Context: an optimization exercise on an open-source flow, tuned for small area. The choices shown serve that exercise and are no tape-out recipe. The RTL was checked by simulation tests, not by an equivalence proof against the original design. No activity file was given, so power comes from the tool's default toggle rates.

## SecA2B_n3k32_1
module SecA2B_n3k32_1(
    input  wire          clk_i,
    input  wire          rst_ni,
    input  wire          i_dvld,
    input  wire          i_rvld,
    input  wire [1055:0] i_n,
    input  wire   [95:0] i_a,
    output wire   [95:0] o_z,
    output wire          o_dvld);
export LEC_CHECK = 0
export CAP_MARGIN = 20
export CORE_MARGIN = 2
export CORE_UTILIZATION = 55
export CTS_CLUSTER_DIAMETER = 60
export CTS_CLUSTER_SIZE = 24
export PLACE_DENSITY = 0.65
export SETUP_SLACK_MARGIN = 0.05
export SLEW_MARGIN = 20
create_clock -name core_clock -period 5.0 [get_ports {clk_i}]
run.sh (not shown) runs the stock make flow with config.mk's settings and CLKGATE_MAP_FILE= SYNTH_SCRIPT=/design/flow/synth_recipe.tcl, a recipe that flattens the netlist after the stock synthesis.
==> next run, changes <==
CORE_UTILIZATION = 65   (was 55)
CTS_CLUSTER_DIAMETER = 80   (was 60)
CTS_CLUSTER_SIZE = 30   (was 24)
PLACE_DENSITY = 0.75   (was 0.65)
Via count stays flat.
Design area came out lower by 2.5%.
Register-to-register slack gets worse by 0.05 ns.
Sequential power barely changes.
Cell count came out lower by 6.1%.
Power came out lower by 7.4%.
Flip-flop and latch count does not change.
Routed wire length came out lower by 4.0%.


## run 1
SecA2B_n3k32_1, a different RTL version from the one above (not shown whole).
For scale: ~1300 I/O pins, roughly 0.34 sq mm of cells after synthesis.
==> flow/config.mk <==
export PLATFORM = sky130hd
export DESIGN_NAME = SecA2B_n3k32_1
export DESIGN_NICKNAME = SecA2B_n3k32_1
export VERILOG_FILES = /design/flow/design.v
export SDC_FILE = /design/flow/constraint.sdc
export NUM_CORES = 8
export LEC_CHECK = 0
export CAP_MARGIN = 20
export CORE_MARGIN = 2
export CORE_UTILIZATION = 65
export CTS_CLUSTER_DIAMETER = 80
export CTS_CLUSTER_SIZE = 30
export PLACE_DENSITY = 0.75
export SETUP_SLACK_MARGIN = 0.05
export SLEW_MARGIN = 20
==> flow/constraint.sdc <==
create_clock -name core_clock -period 5.0 [get_ports {clk_i}]
set_input_delay 1.0000 -clock core_clock [delete_from_list [all_inputs] [get_ports {clk_i}]]
set_output_delay 1.0000 -clock core_clock [all_outputs]
set_load 0.01 [all_outputs]
standard.sh (not shown) runs the stock make flow with config.mk's settings and CLKGATE_MAP_FILE= SYNTH_SCRIPT=/design/flow/synth_recipe.tcl, a recipe that flattens the netlist after the stock synthesis.
==> flow/flow/run.sh <==
#!/bin/bash
# Own layout flow: the standard layout (standard.sh), with two changes.
#  1. After the standard synthesis, the combinational logic between the
#     registers is mapped again by ABC for area (remap.tcl).  The registers
#     stay as the standard synthesis made them: same instances, names and
#     cell types.
#  2. Placement buffers the ports with sky130_fd_sc_hd__buf_1 cells.
# Each tool's output goes to a log file of its own in this folder.
set -euo pipefail
R=orfs/results/${FLOW_PLATFORM}/SecA2B_n3k32_1/base
LIB=${FLOW_HOME}/platforms/${FLOW_PLATFORM}/lib/sky130_fd_sc_hd__tt_025C_1v80.lib

bash standard.sh synth > 1_synth_standard.log 2>&1
cp ${R}/1_2_yosys.v ${R}/1_2_yosys_standard.v

REMAP_IN=${R}/1_2_yosys_standard.v REMAP_OUT=${R}/1_2_yosys.v REMAP_LIB=${LIB} \
  REMAP_ABC=flow/area.abc REMAP_TOP=${FLOW_TOP} \
  yosys -c flow/remap.tcl > 1_remap_yosys.log 2>&1
rm -f ${R}/1_synth.odb

BUFFER_PORTS_ARGS="-buffer_cell sky130_fd_sc_hd__buf_1" \
  bash standard.sh finish > 2_layout_standard.log 2>&1
==> flow/flow/area.abc <==
strash
dch
map -a
topo
==> flow/flow/remap.tcl <==
# Map the combinational logic of the standard synthesis netlist again, for
# area.  Sequential cells and tie cells are kept as black boxes, so every
# register keeps its instance name, cell type and connections.
yosys -import
read_liberty -overwrite -ignore_miss_func -setattr liberty_cell $::env(REMAP_LIB)
read_verilog -overwrite $::env(REMAP_IN)
hierarchy -top $::env(REMAP_TOP)
setattr -mod -set blackbox 1 sky130_fd_sc_hd__df* sky130_fd_sc_hd__edf* sky130_fd_sc_hd__sdf* sky130_fd_sc_hd__sedf* sky130_fd_sc_hd__dl* sky130_fd_sc_hd__conb*
tee -o remap_before.txt stat
flatten
opt_clean -purge
techmap
opt -fast -purge
abc -liberty $::env(REMAP_LIB) -script $::env(REMAP_ABC) \
  -dont_use sky130_fd_sc_hd__probe_p_8 -dont_use sky130_fd_sc_hd__probec_p_8 \
  -dont_use *lpflow* -dont_use *clkdlybuf* -dont_use *dlygate* -dont_use *dlymetal*
opt_clean -purge
hilomap -singleton -hicell sky130_fd_sc_hd__conb_1 HI -locell sky130_fd_sc_hd__conb_1 LO
splitnets
opt_clean -purge
insbuf -buf sky130_fd_sc_hd__buf_4 A X
yosys rename -enumerate -pattern remap_%_ w:$* c:$*
tee -o remap_after.txt stat
check
write_verilog -noattr -nohex -nodec $::env(REMAP_OUT)
What the final checks of run 1 revealed, after a flow that finished every stage, was a layout that fails on antenna violations.
diff inputs: run 1 => run 2
diff --git a/flow/flow/run.sh b/flow/flow/run.sh
--- a/flow/flow/run.sh
+++ b/flow/flow/run.sh
@@ -1,3 +1,3 @@
 #!/bin/bash
-# Own layout flow: the standard layout (standard.sh), with two changes.
+# Own layout flow: the standard layout (standard.sh), with these changes.
 #  1. After the standard synthesis, the combinational logic between the
@@ -7,2 +7,4 @@
 #  2. Placement buffers the ports with sky130_fd_sc_hd__buf_1 cells.
+#  3. If the routed layout still has an antenna violation, placement and
+#     routing are run again with the placement density moved by 0.01.
 # Each tool's output goes to a log file of its own in this folder.
@@ -10,2 +12,3 @@
 R=orfs/results/${FLOW_PLATFORM}/SecA2B_n3k32_1/base
+REP=orfs/reports/${FLOW_PLATFORM}/SecA2B_n3k32_1/base
 LIB=${FLOW_HOME}/platforms/${FLOW_PLATFORM}/lib/sky130_fd_sc_hd__tt_025C_1v80.lib
@@ -20,3 +23,16 @@
 
-BUFFER_PORTS_ARGS="-buffer_cell sky130_fd_sc_hd__buf_1" \
-  bash standard.sh finish > 2_layout_standard.log 2>&1
+export BUFFER_PORTS_ARGS="-buffer_cell sky130_fd_sc_hd__buf_1"
+PD=$(sed -n 's/^export PLACE_DENSITY = //p' config.mk)
+PD=${PD:-0.6}
+n=0
+for d in 0 -0.01 0.01 -0.02 0.02; do
+  n=$((n + 1))
+  dens=$(python3 -c "print(round(${PD} + (${d}), 3))")
+  bash standard.sh PLACE_DENSITY=${dens} route > 2_layout_try${n}.log 2>&1
+  if ! grep -q VIOLATED ${REP}/drt_antennas.log; then
+    break
+  fi
+  # placement onwards again, at the next density
+  rm -f ${R}/3_3_* ${R}/3_4_* ${R}/3_5_* ${R}/3_place.* ${R}/4_* ${R}/5_*
+done
+bash standard.sh PLACE_DENSITY=${dens} finish > 3_finish_standard.log 2>&1
==> notes.md <==
- Final checks on run 1, whose flow otherwise completed, came back failing, citing antenna violations.
- The flow did not stop early for run 2: all stages ran, and the layout cleared the timing, DRC and antenna checks.
- As far as met3 routing resource usage after global routing is concerned, run 2 and run 1 perform about the same.
- There was hardly any difference in fraction of area in registers between run 1 and run 2.
- Cmp run 1 and run 2 / period utilization / lower: run 2
- Reported for run 1 and run 2, number of nets produced by synthesis turned out identical to the last digit.
- There was hardly any difference in internal power component between run 1 and run 2.
- Reported for run 1 and run 2, DRC violations left turned out identical to the last digit.
- Run 2 and run 1 ended up with roughly the same final cell count.
- In terms of fraction of area in multi-input gates, run 2 and run 1 differ only marginally.
### run 2 -> run 3
diff --git a/flow/config.mk b/flow/config.mk
--- a/flow/config.mk
+++ b/flow/config.mk
@@ -9,6 +9,6 @@
 export CORE_MARGIN = 2
-export CORE_UTILIZATION = 65
-export CTS_CLUSTER_DIAMETER = 80
+export CORE_UTILIZATION = 70
+export CTS_CLUSTER_DIAMETER = 100
 export CTS_CLUSTER_SIZE = 30
-export PLACE_DENSITY = 0.75
+export PLACE_DENSITY = 0.78
 export SETUP_SLACK_MARGIN = 0.05
Run 3: hold slack higher than run 2. Higher number of core rows among run 3 and run 2: run 2. The starting density of the core in run 3 sits 4.9 points above the value recorded for run 2. Going from run 2 to run 3, arrival time at the worst endpoint lower; share of cells above drive strength 1 fell 1.0 points; post-layout minimum cycle time moved down; cell area went down. On final routed wirelength across all metal layers, the lower figure sits with run 3, not run 2. Compared run 3 vs run 2, and tap cell instance count is down in run 3. Comparing run 2 against run 3, there is no change at all in flip-flop and latch count. Going from run 2 to run 3, layout overhead on the synthesized area shrinks by 1.1 points.

-- afterwards: timing with drivers on the ports --
How much do the figures lean on ideal ports? The routed layouts below were timed once more, with nothing changed but the port constraints. Step 1 (the two cells are an assumption about what drives the block):
set clk [get_ports {clk_i}]
set_driving_cell -lib_cell sky130_fd_sc_hd__clkbuf_16 $clk
set_driving_cell -lib_cell sky130_fd_sc_hd__buf_2 [delete_from_list [all_inputs] $clk]
Step 2, shift: input delay + t, output delay - t, t = (earliest + latest rising clock arrival at the registers) / 2. This alone moves slack from input paths to output paths. a / b / c = no drivers / after step 1 / after step 2; a / b = the first two.
run	t, ns	setup slack, ns	hold slack, ns
the first run of note 1	1.226	0.526 / 0.386 / 1.613	0.301 / 0.188 / 0.393
the second run of note 1	1.148	0.791 / 0.656 / 1.804	0.348 / 0.237 / 0.405
run 1	1.134	1.020 / 0.891 / 1.675	0.125 / 0.020 / 0.396
run 2	1.145	1.058 / 0.928 / 1.728	0.106 / 0.002 / 0.407
run 3	1.118	1.113 / 0.983 / 1.664	0.138 / 0.029 / 0.417
